This is an optimization exercise on Yosys and OpenROAD, whose aim is small area and a short achievable clock period, not a production implementation.
In this exercise RTL edits were held to simulation tests only and were not proved equivalent to the original.

## flow/design.v (module list and top-level ports; edited modules follow where they fit)
// module dit_fft_8: 5254 lines
// module fa: 6 lines
// module ha: 6 lines
module dit_fft_8(clk,rst_n,in1r,in1i,in2r,in2i,in3r,in3i,in4r,in4i,in5r,in5i,in6r,in6i,in7r,in7i,in8r,in8i,y1r,y1i,y2r,y2i,y3r,y3i,y4r,y4i,y5r,y5i,y6r,y6i,y7r,y7i,y8r,y8i,write,start,ready);
  // ...
==> flow/flow/run.sh <==
#!/bin/bash
# The standard layout, with small buffers on the ports (timing repair
# upsizes the ones that need it). make's full output goes to make.log here;
# ORFS keeps each step's own log under orfs/logs.
set -euo pipefail
export BUFFER_PORTS_ARGS="-buffer_cell sky130_fd_sc_hd__buf_2"
bash standard.sh > make.log 2>&1
==> flow/standard.sh <==
#!/bin/bash
# synth_recipe.tcl (not shown) runs the flow's synth.tcl, then flattens the netlist and writes it again
# the make line also repeats each setting of config.mk as NAME=value (left out here)
make -C /OpenROAD-flow-scripts/flow DESIGN_CONFIG=/design/flow/config.mk WORK_HOME=/design/flow/orfs CLKGATE_MAP_FILE= SYNTH_SCRIPT=/design/flow/synth_recipe.tcl "${@:-finish}"
==> flow/config.mk <==
export PLATFORM = sky130hd
export DESIGN_NAME = dit_fft_8
export DESIGN_NICKNAME = dit_fft_8
export VERILOG_FILES = /design/flow/design.v
export SDC_FILE = /design/flow/constraint.sdc
export NUM_CORES = 4
export LEC_CHECK = 0
export CAP_MARGIN = 20
export CORE_MARGIN = 2
export CORE_UTILIZATION = 40
export SETUP_SLACK_MARGIN = 4.4
export SLEW_MARGIN = 20
export SYNTH_HIERARCHICAL = 1
==> flow/constraint.sdc <==
create_clock -name core_clock -period 10.0 [get_ports {clk}]
set_input_delay 2.0000 -clock core_clock [delete_from_list [all_inputs] [get_ports {clk}]]
set_output_delay 2.0000 -clock core_clock [all_outputs]
set_load 0.01 [all_outputs]
==> results.py, run 1 <==
metrics = {
    "status": {
        "status": "complete, no violations",
    },
    "timing": {
        "min_period_ns": 5.85,
        "drv_slew": 0,
        "finalHoldViolations": 0,
    },
    "worst_setup_path": {
        "r2r-start": "O1i[4]",
        "max_stage_delay_ns": 0.41,
        "cp_num_buf_inv": 4,
    },
    "detailed_routing": {
        "wl_met1_um": 92800,
        "wl_um": 215000,
        "drcViolationCount": 0,
        "initialDrtViolationCount": 3530,
        "met2_length_um": 101000,
        "wire_per_inst_um": 22.9,
    },
    "yosys": {
        "yosysUniqueCellTypes": 68,
        "synth_xor_area_share_pct": 10.6,
        "synth_warnings": 7,
        "avgSynthCellArea_um2": 10.5,
        "syn_inst": 6226,
        "synthMostInstantiatedCell": "inv_1",
    },
    "run": {
        "maxCapViolCount": 0,
    },
    "die": {
        "nWellTaps": 2175,
        "die_area_mm2": 0.167,
        "die_w_um": 408,
    },
    "final_layout": {
        "multi_input_area_share_pct": 61.2,
        "n_antenna_cell": 7,
        "buffers": 960,
        "num-fill-cells": 14500,
    },
    "cts": {
        "postCtsHoldBufs": 0,
    },
    "worst_hold_path": {
        "whs_path_depth": 0,
    },
    "placement": {
        "io_buffer_count": 516,
        "hpwl_um": 179000,
    },
    "global_route": {
        "use_met3_pct": 2.98,
        "overflow": 0,
    },
}
==> run 2, diff against run 1 <==
--- a/flow/config.mk
+++ b/flow/config.mk
@@ -8,6 +8,6 @@
 export CAP_MARGIN = 20
 export CORE_MARGIN = 2
 export CORE_UTILIZATION = 40
-export SETUP_SLACK_MARGIN = 4.4
+export SETUP_SLACK_MARGIN = 4.1
 export SLEW_MARGIN = 20
 export SYNTH_HIERARCHICAL = 1
==> run 2 against run 1 <==
  * Critical endpoint unchanged
  * Critical path depth stayed put
  * Flip-flop and latch count unchanged
  * Sequential share of layout area grew 1.3 points
  * Cell area is 6.8% lower
  * Die area unchanged
  * Highest routed layer unchanged
==> results.py, run 2 <==
metrics = {
    "worst_setup_path": {
        "path_delay_family": "compound AO/OA/AOI/OAI gates",
        "worstRegToRegCells": 19,
        "reg2reg_to": "NS1[14]",
        "required_ns": 8.00,
        "r2r-start": "O1r[4]",
        "critPathLaunchType": "flip-flop",
        "cp_slowest_cell": "edfxtp_1",
        "cp_num_buf_inv": 4,
        "max_stage_delay_ns": 0.50,
        "critPathArrivalTime_ns": 3.93,
        "crit_chain": "inv_2 -> ha_4 -> clkinvlp_4 -> ha_4 -> a21o_1 -> a21o_1 -> a221oi_4 -> a31o_4 -> xor2_4 -> buf_6 -> a21oi_2 -> a31oi_2 -> xnor2_2 -> buf_2",
        "rrSetupSlack_ns": 4.20,
        "end_kind": "output pin",
        "worst-path-max-fanout": 8,
        "crit_type": "reg -> out",
    },
    "timing": {
        "rsz0062_at_grt": "yes",
        "finalCritPeriodShare_pct": 59.3,
        "drv_slew": 0,
        "setup_ws_ns": 4.07,
        "fmax_mhz": 169,
        "finalSetupViolCount": 0,
        "slew_headroom_pct": 24.6,
        "finalHoldViolations": 0,
        "fin_skew_ns": 0.0353,
        "worst_pin_slew_ns": 1.13,
        "min_period_ns": 5.93,
        "fin_setup_tns_ns": 0,
    },
    "die": {
        "die_h_um": 408,
        "initial_core_util_pct": 40.2,
        "ios": 517,
        "die_area_mm2": 0.167,
        "row_count": 148,
        "die_w_um": 408,
        "core_area_mm2": 0.163,
    },
    "worst_hold_path": {
        "min_path_type": "reg -> reg",
        "hp-start": "E3i[0]",
        "holdPathEnd": "NE3i[0]",
        "whs_path_depth": 0,
    },
    "global_route": {
        "overflow": 0,
        "globalRouteTotalUtil_pct": 24.9,
        "grt_pass1_wl_um": 309000,
        "antenna_found_initial": 12,
        "grt_pass1_vias": 49000,
        "grt_max_degree": 136,
    },
    "final_layout": {
        "synthToLayoutAreaGrowth_pct": 17.4,
        "drive_above_1_share_pct": 18.6,
        "nets": 8740,
        "num-fill-cells": 15200,
        "final_common_cell": "inv_1",
        "final_cell_mix": "inv_1 (1346), fa_1 (926), ha_1 (522), buf_2 (504), edfxtp_1 (502)",
    },
    "placement": {
        "preCtsSetupSlack_ns": 2.96,
        "gp_congestion": 0.959,
        "io_buffer_count": 516,
        "hpwl_um": 180000,
    },
    "cts": {
        "cts.path.max_buffers": 3,
        "cts_tree": "built",
        "cts_max_level": 2,
        "cts_root_buf": "clkbuf_16",
        "cts_buffers": 59,
        "postCtsHoldBufs": 0,
        "cts.sinks": 505,
        "clkTransAtPathRegs_ns": 0.07,
        "insertion_delay_ns": 0.70,
    },
    "yosys": {
        "synth_flop_cell": "edfxtp_1",
        "netlist_area_mm2": 0.0654,
        "yosysUniqueCellTypes": 68,
        "avgSynthCellArea_um2": 10.5,
        "synth_edf_count": 502,
        "yosysTopAreaCell": "fa_1",
        "ys_seq_elements": 505,
        "synthMostInstantiatedCell": "inv_1",
        "synth_warnings": 7,
        "ys_seq_area_share_pct": 23.1,
        "synth_top_area_share_pct": 28.9,
        "yosys-top-cells-count": "inv_1 (1420), fa_1 (944), ha_1 (604), edfxtp_1 (502), xnor2_1 (478)",
        "synthTopCellsByArea": "fa_1 (29%), edfxtp_1 (23%), ha_1 (12%)",
        "async_flop_share_pct": 0,
        "syn_inst": 6226,
    },
    "status": {
        "status": "complete, no violations",
    },
    "run": {
        "maxCapViolCount": 0,
    },
    "detailed_routing": {
        "wire_per_inst_um": 23.0,
        "ant_nets": 0,
        "initialDrtViolationCount": 3394,
        "dr.pass1.iters": 5,
        "drcViolationCount": 0,
        "vias_per_cell": 5.12,
        "vias": 47000,
        "wl_um": 210000,
    },
}
run 2: cells by family (layout without fill, tap and decap cells):
| logic type | after synthesis | count (layout) | synth area share (%) |
|---|---|---|---|
| AO/OA/AOI/OAI | 1016 | 1016 | 9.83 |
| buffers and inverters | 1506 | 2257 | 8.80 |
| XOR/XNOR | 790 | 793 | 10.6 |
| other | 1 | 11 | 0.00573 |
| flip-flops | 505 | 505 | 23.1 |
| multiplexers | 83 | 83 | 1.27 |
| AND/OR/NAND/NOR | 777 | 777 | 5.95 |
| adder cells (fa/ha/maj) | 1548 | 1548 | 40.4 |
run 2: what timing repair did:
| action | CTS | global route |
|---|---|---|
| gates cloned | 4 | 0 |
| pin swaps | 42 | 98 |
| endpoints found under the setup margin | 160 | 190 |
| setup buffers | 99 | 75 |
| gates resized for setup | 181 | 255 |
run 2: worst max-delay path by stage:
stage                     startpoint  endpoint  slack [ns]  depth (start not counted)
final                         ND3[8]    y4r[7]        4.07                         14
after global routing         NE3r[3]   y4r[10]        3.85                         13
after CTS                     NS1[5]   y2r[14]        4.02                         15
after detailed placement    in4r[15]   O3i[15]        2.96                         15
after global placement      in4r[15]   O3i[15]        3.09                         15
after floorplan                rst_n    E0i[0]        3.82                          2
run 2: worst register-to-register path: stages, from the launching register on:
cell and delay [ns]:
edfxtp_1 0.52, fa_1 0.55, fa_2 0.34, inv_1 0.08
fa_1 0.43, fa_2 0.60, inv_1 0.08, fa_1 0.50
inv_1 0.06, fa_1 0.55, inv_1 0.05, ha_1 0.26
inv_1 0.03, o21bai_1 0.17, a31o_2 0.20, nand4_1 0.11
nand2_2 0.15, nor3_4 0.06, o31ai_2 0.21, fa_2 0.54
run 2: through the flow:
stage | instance area, µm² | hold WS (ns) | instances | util (%)
floorplan | 65800 | 0.400 | 6229 | -
global placement | 71000 | 0.400 | 8867 | 43.7
detailed placement | 71000 | 0.405 | 8868 | 43.7
CTS | 75000 | 0.416 | 9083 | 46.1
global route | 76800 | 0.420 | 9159 | 47.2
finish | 76800 | 0.413 | 9165 | 47.2
run 2: layer usage:
layer / global-route usage, % / share of wire [%]
met1: 34.3 / 44
met2: 41.4 / 47
met3: 2.80 / 5.7
met4: 7.60 / 3.4
met5: 0 / 0.010
run 2: final cells by class:
| cell class | instances | area [µm²] | share of cell area [%] |
|---|---|---|---|
| sequential | 505 | 15100 | 19.7 |
| antenna | 7 | 17.5 | 0.0228 |
| clock buffer | 67 | 1520 | 1.97 |
| inverter | 1420 | 5350 | 6.97 |
| tap | 2175 | 2720 | 3.54 |
| multi-input combinational | 4221 | 47200 | 61.5 |
| timing repair buffer | 725 | 4380 | 5.70 |
| clock inverter | 45 | 450 | 0.586 |
run 2: modules after synthesis, one instance, submodules excluded:
module / cells inside / flip-flops and latches / area [µm²] / times used
fa: 1 / 0 / 20.0 / 816
ha: 1 / 0 / 12.5 / 14
dit_fft_8: 5396 / 505 / 48900 / 1

==> port drivers added, routing unchanged <==
How much do the figures lean on ideal ports? The routed layouts below were timed once more, with nothing changed but the port constraints. Step 1 sets driving cells, clkbuf_16 on the clock port and buf_2 on the other inputs (assumed; they add their load-dependent delay and slew). Step 2, shift: input delay + t, output delay - t, t = (earliest + latest rising clock arrival at the registers) / 2. This alone moves slack from input paths to output paths. Three values: ideal ports, drivers, drivers and shift; two values: the first two.
| run | t (ns) | slack for setup (ns) | hold WS [ns] | slew at the worst register clock pin (ns) | pins driven straight from the clock port |
|---|---|---|---|---|---|
| run 1 | 0.740 | 4.154 / 4.081 / 3.590 | 0.411 / 0.411 / 0.411 | 0.08 / 0.08 | 1 |
| run 2 | 0.749 | 4.074 / 4.000 / 3.472 | 0.413 / 0.413 / 0.413 | 0.08 / 0.08 | 1 |
After both steps setup and hold are still met in every run listed. For run 2, which loses most, drivers alone change the setup slack by -0.074 ns; drivers and shift together by -0.602 ns.
